This is an optimization exercise on Yosys and OpenROAD, whose aim is small area, not a production implementation. In this exercise RTL edits were held to simulation tests only and were not proved equivalent to the original. The clock port is modelled as an ideal driver, which makes a skipped or thinned clock tree look cheaper than it is; a real chip needs a root buffer or a tree. No activity file was given, so power comes from the tool's default toggle rates.

## run A
==> flow/design.v (excerpt) <==
module mem32 (
    input Clk,
    input rst,
    input wr,
    input rd,
    input [3:0] in_add,
    input [31:0] Data_in_32,
    output [31:0] Data_out_32,
    output reg valid
);
Settings: LEC_CHECK=0, CAP_MARGIN=20, CORE_MARGIN=2, CORE_UTILIZATION=40, SLEW_MARGIN=20; clock period 5.0 ns.
standard.sh (not shown) runs the stock make flow with config.mk's settings and CLKGATE_MAP_FILE= SYNTH_SCRIPT=/design/flow/synth_recipe.tcl, a recipe that flattens the netlist after the stock synthesis.
==> flow/flow/run.sh <==
#!/bin/bash
# Layout: the standard ORFS flow (standard.sh, unchanged synthesis),
# with the port buffers made from the smallest buffer cell and a small
# hand-built clock tree (flow/cts_manual.tcl) in place of TritonCTS.
set -euo pipefail
here=$(pwd)
export BUFFER_PORTS_ARGS="-buffer_cell sky130_fd_sc_hd__buf_1"
export PRE_CTS_TCL="$here/flow/cts_manual.tcl"
export CTS_CLOCK_NET=Clk
export CTS_ROOT_CELL=sky130_fd_sc_hd__clkbuf_8
export CTS_LEAF_CELL=sky130_fd_sc_hd__clkbuf_16
export CTS_NX=2
export CTS_NY=2
bash standard.sh finish > standard_flow.log 2>&1
==> flow/flow/cts_manual.tcl <==
# Clock tree built by hand in place of TritonCTS (sourced as PRE_CTS_TCL).
# The clock port drives one root buffer; the root drives one leaf buffer per
# cluster of registers; the clusters split the registers by position into
# CTS_NX columns and CTS_NY rows of about equal size, and each leaf sits at
# its cluster's centre. All registers are two buffers from the port.
set cts_root_cell $::env(CTS_ROOT_CELL)
set cts_leaf_cell $::env(CTS_LEAF_CELL)
set cts_nx $::env(CTS_NX)
set cts_ny $::env(CTS_NY)

set db [ord::get_db]
set block [ord::get_db_block]
set clk_net [$block findNet $::env(CTS_CLOCK_NET)]

set sinks {}
foreach it [$clk_net getITerms] {
  set inst [$it getInst]
  set bb [$inst getBBox]
  set x [expr {([$bb xMin] + [$bb xMax]) / 2}]
  set y [expr {([$bb yMin] + [$bb yMax]) / 2}]
  lappend sinks [list $it $x $y]
}
puts "manual CTS: [llength $sinks] sinks on [$clk_net getName]"

proc split_even {items n idx} {
  set items [lsort -integer -index $idx $items]
  set len [llength $items]
  set out {}
  for {set i 0} {$i < $n} {incr i} {
    set a [expr {($i * $len) / $n}]
    set b [expr {(($i + 1) * $len) / $n - 1}]
    lappend out [lrange $items $a $b]
  }
  return $out
}

set clusters {}
foreach col [split_even $sinks $cts_nx 1] {
  foreach c [split_even $col $cts_ny 2] {
    if {[llength $c] > 0} { lappend clusters $c }
  }
}

set root_master [$db findMaster $cts_root_cell]
set leaf_master [$db findMaster $cts_leaf_cell]

# root buffer: input on the clock port's net, output on a new net
set root [odb::dbInst_create $block $root_master "cts_root"]
set root_net [odb::dbNet_create $block "cts_root_net"]
$root_net setSigType CLOCK
[$root findITerm A] connect $clk_net
[$root findITerm X] connect $root_net

set sx 0; set sy 0; set sn 0
set k 0
foreach c $clusters {
  set cx 0; set cy 0
  foreach s $c { incr cx [lindex $s 1]; incr cy [lindex $s 2] }
  set cx [expr {$cx / [llength $c]}]
  set cy [expr {$cy / [llength $c]}]
  incr sx $cx; incr sy $cy; incr sn
  set leaf [odb::dbInst_create $block $leaf_master "cts_leaf_$k"]
  set net [odb::dbNet_create $block "cts_leaf_net_$k"]
  $net setSigType CLOCK
  foreach s $c {
    set it [lindex $s 0]
    $it disconnect
    $it connect $net
  }
  [$leaf findITerm A] connect $root_net
  [$leaf findITerm X] connect $net
  $leaf setLocation $cx $cy
  $leaf setPlacementStatus PLACED
  puts "manual CTS: leaf $k drives [llength $c] sinks at ($cx, $cy)"
  incr k
}
$root setLocation [expr {$sx / $sn}] [expr {$sy / $sn}]
$root setPlacementStatus PLACED

set_propagated_clock [all_clocks]

# the tree is built; TritonCTS is not run
rename clock_tree_synthesis ""
proc clock_tree_synthesis {args} { puts "manual CTS: clock_tree_synthesis skipped" }
[inputs] run B vs run A
Settings: a change of CORE_UTILIZATION from 40 to 60; an added PLACE_DENSITY of 0.85.
Findings:
- Pin count of the biggest net entering global routing shrinks by a few percent when moving from run A to run B.
- Run A was larger in final cell area than run B.
- The critical path depth reported for run B is smaller than that of run A by 1.
- Relative to run A, the number of rows created at floorplan measured on run B has decreased by more than 10%.
- Run A → run B: proportion of power drawn by combinational gates decreased by 0.5 points relative to the old numbers, power decreased by about 0.37% relative to the old numbers.
- Sort run A and run B by switching power of the nets asc -> top: run B
- Ratio of final minimum period to clock period: run B vs run A down 2.9 points
- Run B reports its library cell contributing the largest single delay on the critical path as sky130_fd_sc_hd__edfxtp_1 while run A reports sky130_fd_sc_hd__mux4_2.
- Taking run A as the reference point, the final wirelength of run B falls by about 3.2%.
- The standard cell area after detailed placement reported for run B is smaller than that of run A by 100 um^2.
- Lower die area among run A and run B: run B
Modified inputs, run C compared to run B
Settings: CAP_MARGIN now 5, was 20; SLEW_MARGIN now 5, was 20.
--- a/flow/flow/run.sh
+++ b/flow/flow/run.sh
@@ -12,3 +12,4 @@
 export CTS_NX=2
 export CTS_NY=2
+export AREA_RECOVERY_TCL="$here/flow/downsize.tcl"
 bash standard.sh finish > standard_flow.log 2>&1
--- a/flow/flow/cts_manual.tcl
+++ b/flow/flow/cts_manual.tcl
@@ -83,2 +83,4 @@
 rename clock_tree_synthesis ""
 proc clock_tree_synthesis {args} { puts "manual CTS: clock_tree_synthesis skipped" }
+
+if {[info exists ::env(AREA_RECOVERY_TCL)]} { source $::env(AREA_RECOVERY_TCL) }
==> flow/flow/downsize.tcl (new file) <==
# Area recovery (sourced from the PRE_CTS_TCL hook): every combinational
# cell that is not part of the clock tree is swapped for the smallest cell
# with the same function, then repair_design fixes any slew, capacitance or
# fanout limit that this breaks. repair_timing runs after this in cts.tcl.
set_dont_use $::env(DONT_USE_CELLS)
sta::make_equiv_cells [get_libs *]
set saved 0.0
set swapped 0
foreach inst [get_cells *] {
  set name [get_full_name $inst]
  if {[string match "cts_*" $name]} { continue }
  set lc [get_property $inst liberty_cell]
  if {$lc == "" || $lc == "NULL"} { continue }
  if {[regexp {__(s?e?df|dl[xr]|s?dlclkp)} [get_name $lc]]} { continue }
  set eq [sta::find_equiv_cells $lc]
  if {[llength $eq] < 2} { continue }
  set best $lc
  set best_area [get_property $lc area]
  foreach e $eq {
    set en [get_name $e]
    if {[regexp {probe|lpflow|dly|clkdlybuf} $en] || [get_property $e dont_use]} { continue }
    set a [get_property $e area]
    if {$a < $best_area - 1e-6} { set best $e; set best_area $a }
  }
  if {$best != $lc} {
    set saved [expr {$saved + [get_property $lc area] - $best_area}]
    incr swapped
    replace_cell $inst $best
  }
}
puts "area recovery: swapped $swapped cells, [format %.1f $saved] um2 less"
estimate_parasitics -placement
repair_design -slew_margin $::env(SLEW_MARGIN) -cap_margin $::env(CAP_MARGIN)
==> comparison <==
Between run C and run B, the difference in count of distinct cell types in the synthesized netlist is negligible. Changes observed in run C relative to run B: post-synthesis average cell area closely matched the old numbers, share of the core filled with cells decreased by 0.97 points relative to the old numbers, minimum clock period after layout increased by 0.30 ns relative to the old numbers. Post-route worst setup slack (run C over run B): decrease, 0.30 ns. Run C and run B ended up with nearly the same insertion delay to the later sink of the worst-skew pair. Comparing run B against run C, there is no change at all in number of port buffers.
No run of this note takes its clock network from TritonCTS; it comes from the design's own scripts or RTL.

-- static timing again, ports no longer ideal --
In the flow no input, the clock included, has a driving cell. The finished layouts below were timed again as built, in two steps.
Step 1 assumes that a clkbuf_16 drives the clock port and a buf_2 every other input.
Step 2 times the ports against the registers' clock, not the clock port: input delays grow and output delays shrink by t, the midpoint of the rising clock arrivals with the driver on.
Three values: no drivers, after step 1, after step 2; two values: the first two.
| run | shift t [ns] | setup slack, ns | worst setup path at the end | worst slew at a driven data input, ns | pins driven straight from the clock port |
|---|---|---|---|---|---|
| run A | 0.423 | 0.547 / 0.503 / 0.927 | register to output | 0.07 | 1 |
| run B | 0.406 | 0.694 / 0.660 / 1.066 | register to output | 0.04 | 1 |
| run C | 0.407 | 0.393 / 0.359 / 0.766 | register to output | 0.03 | 1 |
After both steps setup and hold are still met in every run listed.
